This design comes from an exercise in tuning for small area on the open sky130 flow, not from production work.
Only simulation tests tie the RTL to the original design; equivalence was not proved.
Power is estimated from default activity; no workload was simulated.

## run.sh

```bash
#!/bin/bash
# synth_recipe.tcl (not shown) runs the flow's synth.tcl, then flattens the netlist and writes it again
# the make line also repeats each setting of config.mk as NAME=value (left out here)
make -C /OpenROAD-flow-scripts/flow DESIGN_CONFIG=/design/flow/config.mk WORK_HOME=/design/flow/orfs CLKGATE_MAP_FILE= SYNTH_SCRIPT=/design/flow/synth_recipe.tcl finish
```

## config.mk

```make
export PLATFORM = sky130hd
export DESIGN_NAME = PCI_WB_DeFSM
export DESIGN_NICKNAME = PCI_WB_DeFSM
export VERILOG_FILES = /design/flow/design.v
export SDC_FILE = /design/flow/constraint.sdc
export NUM_CORES = 4
export LEC_CHECK = 0
export CAP_MARGIN = 20
export CORE_MARGIN = 2
export CORE_UTILIZATION = 40
export CTS_BUF_LIST = sky130_fd_sc_hd__clkbuf_8
export SLEW_MARGIN = 20
```

## constraint.sdc

```tcl
create_clock -name core_clock -period 10.0 [get_ports {PHY_CLK33_I}]
set_input_delay 2.0000 -clock core_clock [delete_from_list [all_inputs] [get_ports {PHY_CLK33_I}]]
set_output_delay 2.0000 -clock core_clock [all_outputs]
set_load 0.01 [all_outputs]
```

## design.v

```verilog
`timescale 1ns / 1ps
module PCI_WB_DeFSM(
	input  PHY_CLK33_I,
	input  PHY_RSTn_I,
	input  IDSEL_I,
	input  FRAMEn_I,
	input  IRDYn_I,
	output TRDYn_O,
	output TRDYn_DIR_O,
	output DEVSELn_O,
	output DEVSELn_DIR_O,
	output STOPn_O,
	output STOPn_DIR_O,
	input  PAR_I,
	output reg PAR_O,
	output reg PAR_DIR_O,
	output PERRn_O,
	output PERRn_DIR_O,
	output SERRn_O,
	output SERRn_DIR_O,
	output [31:0] AD_O,
	output AD_DIR_O,
	input  [31:0] AD_I,
	input  [3:0] CBEn_I,
	output INTA_O,
	output [31:0] WB_DATA_O,
	input  [31:0] WB_DATA_I,
	input  WB_ACK_I,
	input  WB_VALID_I,
	output [31:0] WB_ADD_O,
	output WB_STB_O,
	output WB_WE_O,
	output HP_MEM_IDLE_O,
	input  [31:0] HPRAM_DATA_I,
	output [31:0] HPRAM_DATA_O,
	output reg [11:0] HPRAM_ADD_O,
	output [3:0] HPRAM_WEN_O
    );
	assign PERRn_O = 1'b1;
	assign PERRn_DIR_O = 1'b0;
	assign SERRn_O = 1'b1;
	assign SERRn_DIR_O = 1'b0;
	assign INTA_O = 1'b0;
	localparam S_IDLE  = 3'd0;   
	localparam S_DEC   = 3'd1;   
	localparam S_DEAD  = 3'd2;   
	localparam S_CLAIM = 3'd3;   
	localparam S_P1    = 3'd4;
	localparam S_P2    = 3'd5;
	localparam T_CFG = 2'd0;
	localparam T_MEM = 2'd1;
	localparam T_HP  = 2'd2;
	reg [2:0]  st;
	reg [1:0]  tgt;
	reg        wr;
	reg [19:2] pci_add;
	reg        cmd1, cmd10, sta27;
	reg [11:0] bar10, bar14;
	reg [7:0]  intl;
	reg [3:0]  cnt;        
	reg        f1;         
	reg        f2;         
	reg [31:0] mem_ad;
	reg        mem_vld;
	reg [31:0] hp_ad;
	reg [3:0]  hp_be;
	reg [31:0] dreg;       
	wire rst = ~PHY_RSTn_I;
	wire        a_inc;
	wire [12:0] a_c;
	wire [11:0] a_sum;
	assign a_c[0] = a_inc;
	genvar gi;
	generate
		for (gi = 0; gi < 12; gi = gi + 1) begin : g_ainc
			assign a_sum[gi]   = HPRAM_ADD_O[gi] ^ a_c[gi];
			assign a_c[gi + 1] = HPRAM_ADD_O[gi] & a_c[gi];
		end
	endgenerate
	wire hit_cfg = IDSEL_I && AD_I[10:8] == 3'b000 && AD_I[1:0] == 2'b00;
	wire hit_mem = cmd1 && AD_I[31:20] == bar14;
	wire hit_hp  = cmd1 && AD_I[31:20] == bar10;
	wire cmd_cfg = CBEn_I[3:1] == 3'b101;
	wire cmd_mem = CBEn_I[3:1] == 3'b011;
	wire s_idle  = st == S_IDLE;
	wire s_claim = st == S_CLAIM;
	wire p1 = st == S_P1;
	wire p2 = st == S_P2;
	wire t_c = tgt == T_CFG;
	wire t_m = tgt == T_MEM;
	wire t_h = tgt == T_HP;
	wire s_cack  = p1 && t_c;
	wire s_cterm = p2 && t_c;
	wire s_mbusy = p1 && t_m;
	wire s_mterm = p2 && t_m;
	wire s_hwrd  = p1 && t_h && !wr;
	wire s_hrd   = p2 && t_h && !wr;
	wire s_hwr   = p1 && t_h && wr;
	wire s_hterm = p2 && t_h && wr;
	wire irdy = ~IRDYn_I;
	assign a_inc = irdy && (s_hwrd || s_hrd || (s_hwr && !FRAMEn_I && !f1));
	wire mem_done = wr ? WB_ACK_I : WB_VALID_I;
	wire hp_par  = ~f1 | f2;
	wire hp_trdy = ~f1 & f2;
	always @(posedge PHY_CLK33_I) begin
		if (rst) begin
			st <= S_IDLE;
			cmd1 <= 1'b0;
			cmd10 <= 1'b0;
			sta27 <= 1'b0;
			bar10 <= 12'd0;
			bar14 <= 12'd0;
			intl <= 8'd0;
			mem_vld <= 1'b0;
			hp_be <= 4'hF;
			HPRAM_ADD_O <= 12'd0;
		end else begin
			case (st)
				S_IDLE:
					if (!FRAMEn_I) begin
						if (hit_cfg)
							st <= cmd_cfg ? S_DEC : S_DEAD;
						else if (hit_mem || hit_hp)
							st <= cmd_mem ? S_DEC : S_DEAD;
					end
				S_DEC:  st <= S_CLAIM;
				S_DEAD: st <= S_IDLE;
				S_CLAIM:
					case (tgt)
						T_CFG:
							if (irdy) begin
								st <= S_P1;
								if (wr)
									case (pci_add[7:2])
										6'd1: begin
											if (!CBEn_I[3] && AD_I[27]) sta27 <= 1'b0;
											if (!CBEn_I[0]) begin
												cmd1 <= AD_I[1];
												cmd10 <= AD_I[10];
											end
										end
										6'd4: begin
											if (!CBEn_I[3]) bar10[11:4] <= AD_I[31:24];
											if (!CBEn_I[2]) bar10[3:0] <= AD_I[23:20];
										end
										6'd5: begin
											if (!CBEn_I[3]) bar14[11:4] <= AD_I[31:24];
											if (!CBEn_I[2]) bar14[3:0] <= AD_I[23:20];
										end
										6'd15:
											if (!CBEn_I[0]) intl <= AD_I[7:0];
										default: ;
									endcase
							end
						T_MEM: st <= S_P1;
						default: begin
							HPRAM_ADD_O <= pci_add[13:2];
							st <= S_P1;
						end
					endcase
				S_P1:
					if (t_c)
						st <= S_P2;
					else if (t_m) begin
						if (mem_done) begin
							st <= S_P2;
							if (!wr) mem_vld <= 1'b1;
						end else if (cnt == 4'b0100) begin
							st <= S_P2;
							sta27 <= 1'b1;
						end
					end else if (!wr) begin
						if (irdy) begin
							st <= S_P2;
							hp_be <= CBEn_I;
						end
					end else if (!irdy && !f1 && FRAMEn_I)
						st <= S_P2;
				S_P2:
					if (t_h && !wr) begin
						if (irdy)
							hp_be <= CBEn_I;
						else if (!f1 && FRAMEn_I)
							st <= S_DEAD;
					end else
						st <= S_IDLE;
				default: st <= S_IDLE;
			endcase
			if (!(s_claim && tgt == T_HP))
				HPRAM_ADD_O <= a_sum;
		end
	end
	always @(posedge PHY_CLK33_I) begin
		if (s_idle) begin
			pci_add <= AD_I[19:2];
			wr <= CBEn_I[0];
			tgt <= hit_cfg ? T_CFG : hit_mem ? T_MEM : T_HP;
		end
		if ((s_claim && tgt != T_MEM) || s_hwr)
			cnt <= CBEn_I;
		else if (s_claim)
			cnt <= 4'd0;
		else if (s_mbusy)
			cnt <= {cnt[2:0], ~(cnt[3] ^ cnt[2])};   
		if (s_claim) begin
			f1 <= ~wr & irdy;    
			f2 <= 1'b0;
			if (tgt == T_HP) f1 <= 1'b1;
		end else if (s_mbusy) begin
			f2 <= mem_done;
		end else if (s_hwrd) begin
			f2 <= 1'b0;
		end else if (s_hrd) begin
			if (irdy) begin
				f1 <= 1'b0;
				f2 <= 1'b1;
			end else
				f2 <= f1;
		end else if (s_hwr) begin
			f2 <= irdy;
			if (irdy) f1 <= 1'b0;
		end
		if (s_mbusy && mem_done && !wr)
			mem_ad <= WB_DATA_I;
		if ((s_hwrd || s_hrd) && irdy)
			hp_ad <= HPRAM_DATA_I;
		if (!(s_mbusy && wr))
			dreg <= AD_I;
	end
	assign HPRAM_WEN_O = (s_hwr && f2) ? ~cnt : 4'b0000;
	reg [31:0] cfg_rd;
	always @(*)
		case (pci_add[7:2])
			6'd0:  cfg_rd = 32'hBBCC00AA;
			6'd1:  cfg_rd = {4'b0, sta27, 5'b0, 1'b1, 10'b0, cmd10, 8'b0, cmd1, 1'b0};
			6'd2:  cfg_rd = 32'h118000F8;
			6'd4:  cfg_rd = {bar10, 20'd0};
			6'd5:  cfg_rd = {bar14, 20'd0};
			6'd11: cfg_rd = 32'h00019876;
			6'd15: cfg_rd = {23'd0, 1'b1, intl};
			default: cfg_rd = 32'd0;
		endcase
	wire [31:0] cfg_msk = {{8{~cnt[3]}}, {8{~cnt[2]}}, {8{~cnt[1]}}, {8{~cnt[0]}}};
	wire [31:0] hp_msk  = {{8{~hp_be[3]}}, {8{~hp_be[2]}}, {8{~hp_be[1]}}, {8{~hp_be[0]}}};
	wire sel_c = tgt == T_CFG;
	wire sel_m = tgt == T_MEM && mem_vld;
	wire sel_h = tgt == T_HP;
	assign AD_O = (cfg_rd & cfg_msk & {32{sel_c}}) | (mem_ad & {32{sel_m}}) | (hp_ad & hp_msk & {32{sel_h}});
	wire act = st[2] | (st == S_CLAIM);
	assign TRDYn_DIR_O   = PHY_RSTn_I & act;
	assign DEVSELn_DIR_O = PHY_RSTn_I & act;
	assign STOPn_DIR_O   = PHY_RSTn_I & act;
	assign TRDYn_O   = ~(s_cack || (s_mterm && f2) || (s_hrd && hp_trdy) || (s_hwr && !f1));
	assign DEVSELn_O = s_cterm || (s_mterm && !f2);
	assign STOPn_O   = ~(s_cack || s_mterm);
	assign AD_DIR_O  = PHY_RSTn_I & ((s_cack && !wr) || ((s_mbusy || s_mterm) && f1) || s_hwrd || s_hrd);
	wire par_req = (s_cack && !wr) || (s_mterm && f2 && !wr) || (s_hrd && hp_par);
	always @(negedge PHY_CLK33_I) begin
		PAR_DIR_O <= PHY_RSTn_I & par_req;
		PAR_O <= ^{AD_I, CBEn_I};
	end
	assign WB_STB_O  = s_mbusy;
	assign WB_WE_O   = wr;
	assign WB_ADD_O  = {12'd0, pci_add[19:2], 2'b00};
	assign WB_DATA_O = dreg;
	assign HPRAM_DATA_O = dreg;
	assign HP_MEM_IDLE_O = !(s_hwrd || s_hrd || s_hwr || s_hterm);
endmodule
```

==> summary.md <==
| Metric | Value |
|---|---|
| Status | complete, no violations |
| Worst Path Required | 5.39 ns |
| Fill cells | about 1900 |
| Max Cap Violations | 0 |
| Slew Limit Fails | 0 |
| Synth Instances | approximately 730 |
| CP Launch Type | primary input |
| Post-CTS setup buffer count | 0 |
| DR vias | between 6000 and 7000 |
| First-pass GRT wire length | 34600 microns |
| DR DRC count | 0 |
| Largest net degree at the start of global routing | 51 |
| Most Crowded Layer GR | met2 |
| CTS Hold Bufs | 0 |
| Core area | 0.0208 sq mm |
| Synth async-reset ratio | 0 |
| Final Setup Violations | 0 |
| GRT Total Usage | 0.208 |
| Number of synthesized flops with an enable pin | 122 |
| Critical path's most frequent cell | xnor2_1 |
| CTS root buffer | clkbuf_8 |
| PwrDens | 133 mW/mm^2 |
| ANT nets after route | 0 |
| Final nets | 1050 |
| H-tree depth | 4 |
| Yosys warns | 1 |
| Die area | 0.0222 sq mm |
| N_diodes | 0 |
| CTS buffer count | 17 |
| Synth Flop Type | edfxtp_1 |
| Hold depth | 2 |
| Worst Path Arrival | just under 4 ns |
| Hold_sp | mem_vld |
| I/O pin count | 269 |
| Initial Utilization | 0.403 |
| CP peak stage delay | 0.54 ns |
| Setup slack, reg-to-reg | approximately 3.3 ns |
| Layout area overhead | 32.7% |
| GR met3 Demand/Resource | 0.0639 |
| Critical-path cell list | clkdlybuf4s50_1 -> inv_1 -> ha_1 -> xnor2_1 -> xnor2_1 -> xnor2_1 -> xnor2_1 -> xnor2_1 -> xnor2_1 |
| Post-DP HPWL | 17200 microns |
| WL final | 23000 microns |
| Number of distinct library cells after synthesis | 57 |
| Slowest CP cell | clkdlybuf4s50_1 |
| Final non-filler cell total | 1216 |
| Leakage | 3.95 nW |
| RR Endpoint | PAR_DIR_O |
| CTS tree | done |
| Share of layout cells above drive strength 1 | 0.0531 |
| Reg2reg path depth | 5 |
| Mapped Area | 0.00840 sq mm |
| Element type at the critical path end | flip-flop |
| Longest Clk Path Bufs | 2 |
| Post-DR wirelength/cell | 18.9 microns |
| Row count | 53 |
| Post-cts sizing count | 0 |
| RD Place Congestion | 0.822 |
| Worst slew pin tran | 0.976 ns |
| GRT overflow | 0 |
| Slew headroom | 0.348 |
| RSZ-0062 raised after global routing | false |
| Synth Area per Inst | 11.5 sq um |
| Die height | 149 microns |
| CTS Sinks | 180 |
| Yosys reg bits | 180 |
| First-pass DRT Iterations | 5 |
| Critical path peak fanout | 3 |
| Final hold violations | 0 |
| Worst r2r src | st[2] |
| Peak supply drop | between 0.08 and 0.09 mV |
| Drt first-iter violations | approximately 320 |
| Clk latency of the worst-skew pair | 0.46 ns |
| Met1 usage | 0.271 |
| Setup TNS | 0 ns |
| Input/output buffers | between 200 and 250 |
| Die span in x | 149 microns |
| Met2 Usage GRT | 0.340 |
| Clock-pin slew on the worst setup and hold paths | 0.10 ns |
| Sequential fraction of the synthesis area | 0.574 |
| Drt via density | 5.02 |
| Max Clock Skew | 0.00733 ns |
| Post-placement cell count | ~1200 |
| Crit path kind | in2reg |
| Hold EP | mem_vld |
| Initial antenna violation count | 0 |
| Hold Crit Class | reg2reg |
| Vias in the first global route | 5944 |
[layout make-up]
| type | count | area, sq um | share of cell area |
|---|---|---|---|
| tap | 275 | 344 | 0.0309 |
| timing repair buffer | 255 | 2530 | 0.227 |
| sequential | 180 | 4820 | 0.433 |
| inverter | 17 | 63.8 | 0.00572 |
| clock buffer | 18 | 248 | 0.0222 |
| clock inverter | 16 | 129 | 0.0116 |
| multi-input combinational | 455 | 3000 | 0.269 |
[worst max-delay path by stage]
stage | from | to | cells after the start
6_report | AD_I[8] | PAR_O | 9
4_1_cts | AD_I[8] | PAR_O | 9
3_3_place_gp | AD_I[8] | PAR_O | 9
5_1_grt | AD_I[8] | PAR_O | 9
3_5_place_dp | AD_I[8] | PAR_O | 9
2_1_floorplan | AD_I[8] | PAR_O | 8
[Yosys cell counts (14+ instances only)]
library cell,instances,area (sq um)
mux2i_1,48,480
o21ai_0,22,110
clkbuf_1,36,135
a221o_1,14,140
edfxtp_1,122,3660
a21oi_1,29,145
xnor2_1,56,490
ha_1,14,175
nand3_1,18,90.1
dfxtp_1,58,1160
buf_4,55,413
inv_1,17,63.8
nor2_1,73,274
nand2_1,61,229
[flip-flops by register name, indices dropped and copies added (netlist names), 2 cells and up]
signal	cells
HPRAM_ADD_O	12
mem_ad	32
hp_be	4
hp_ad	32
bar14	12
pci_add	18
intl	8
st	3
cnt	4
bar10	12
tgt	2
dreg	32
[worst max-delay path: cells and delay by family]
| kind | cells | cell delay, ns |
|---|---|---|
| xor gates and xnor gates | 6 | 1.00 |
| adders and majority gates | 1 | 0.33 |
| buffers and inverters | 2 | 0.61 |
[power by group]
part | switching, W | internal [W] | total (W)
registers | 0.0000114 | 0.000808 | 0.000819
logic | 0.0000775 | 0.000105 | 0.000182
clock network | 0.000289 | 0.000188 | 0.000476
[placed cells by master, fill, tap and decap left out, types with 18 or more instances in the layout]
cell               n
xnor2_1           56
dfxtp_1           58
clkdlybuf4s50_1  248
edfxtp_1         122
nand2_1           60
nor2_1            72
a21oi_1           29
clkbuf_8          18
inv_1             18
o21ai_0           22
nand3_1           18
conb_1            19
mux2i_1           48
[routing by layer]
metal | routed length [microns] | vias up
met5 | 0 | -
met4 | 278 | 0
met3 | 2120 | 19
met2 | 10700 | 283
met1 | 9910 | 2874
li1 | - | 2927
[per-stage QoR]
| stage | utilization | area (sq um) | setup WS, ns | power [W] | hold slack (ns) |
|---|---|---|---|---|---|
| 6_report | 0.535 | 11100 | 1.44 | 0.00148 | 0.486 |
| 4_1_cts | 0.535 | 11100 | 1.43 | 0.00150 | 0.492 |
| 2_1_floorplan | - | 8460 | 1.73 | 0.000930 | 0.432 |
| 3_3_place_gp | 0.517 | 10800 | 0.925 | 0.00102 | 0.447 |
| 5_1_grt | 0.535 | 11100 | 1.41 | 0.00154 | 0.511 |
| 3_5_place_dp | 0.517 | 10800 | 0.946 | 0.00102 | 0.467 |
[cells by family after synthesis]
logic type      share of synthesized area
fa+ha+maj                          0.0209
simple gates                        0.125
compound gates                     0.0818
other cells                      0.000894
mux                                0.0585
buf+inv                            0.0775
xor+xnor                           0.0615
flops                               0.574
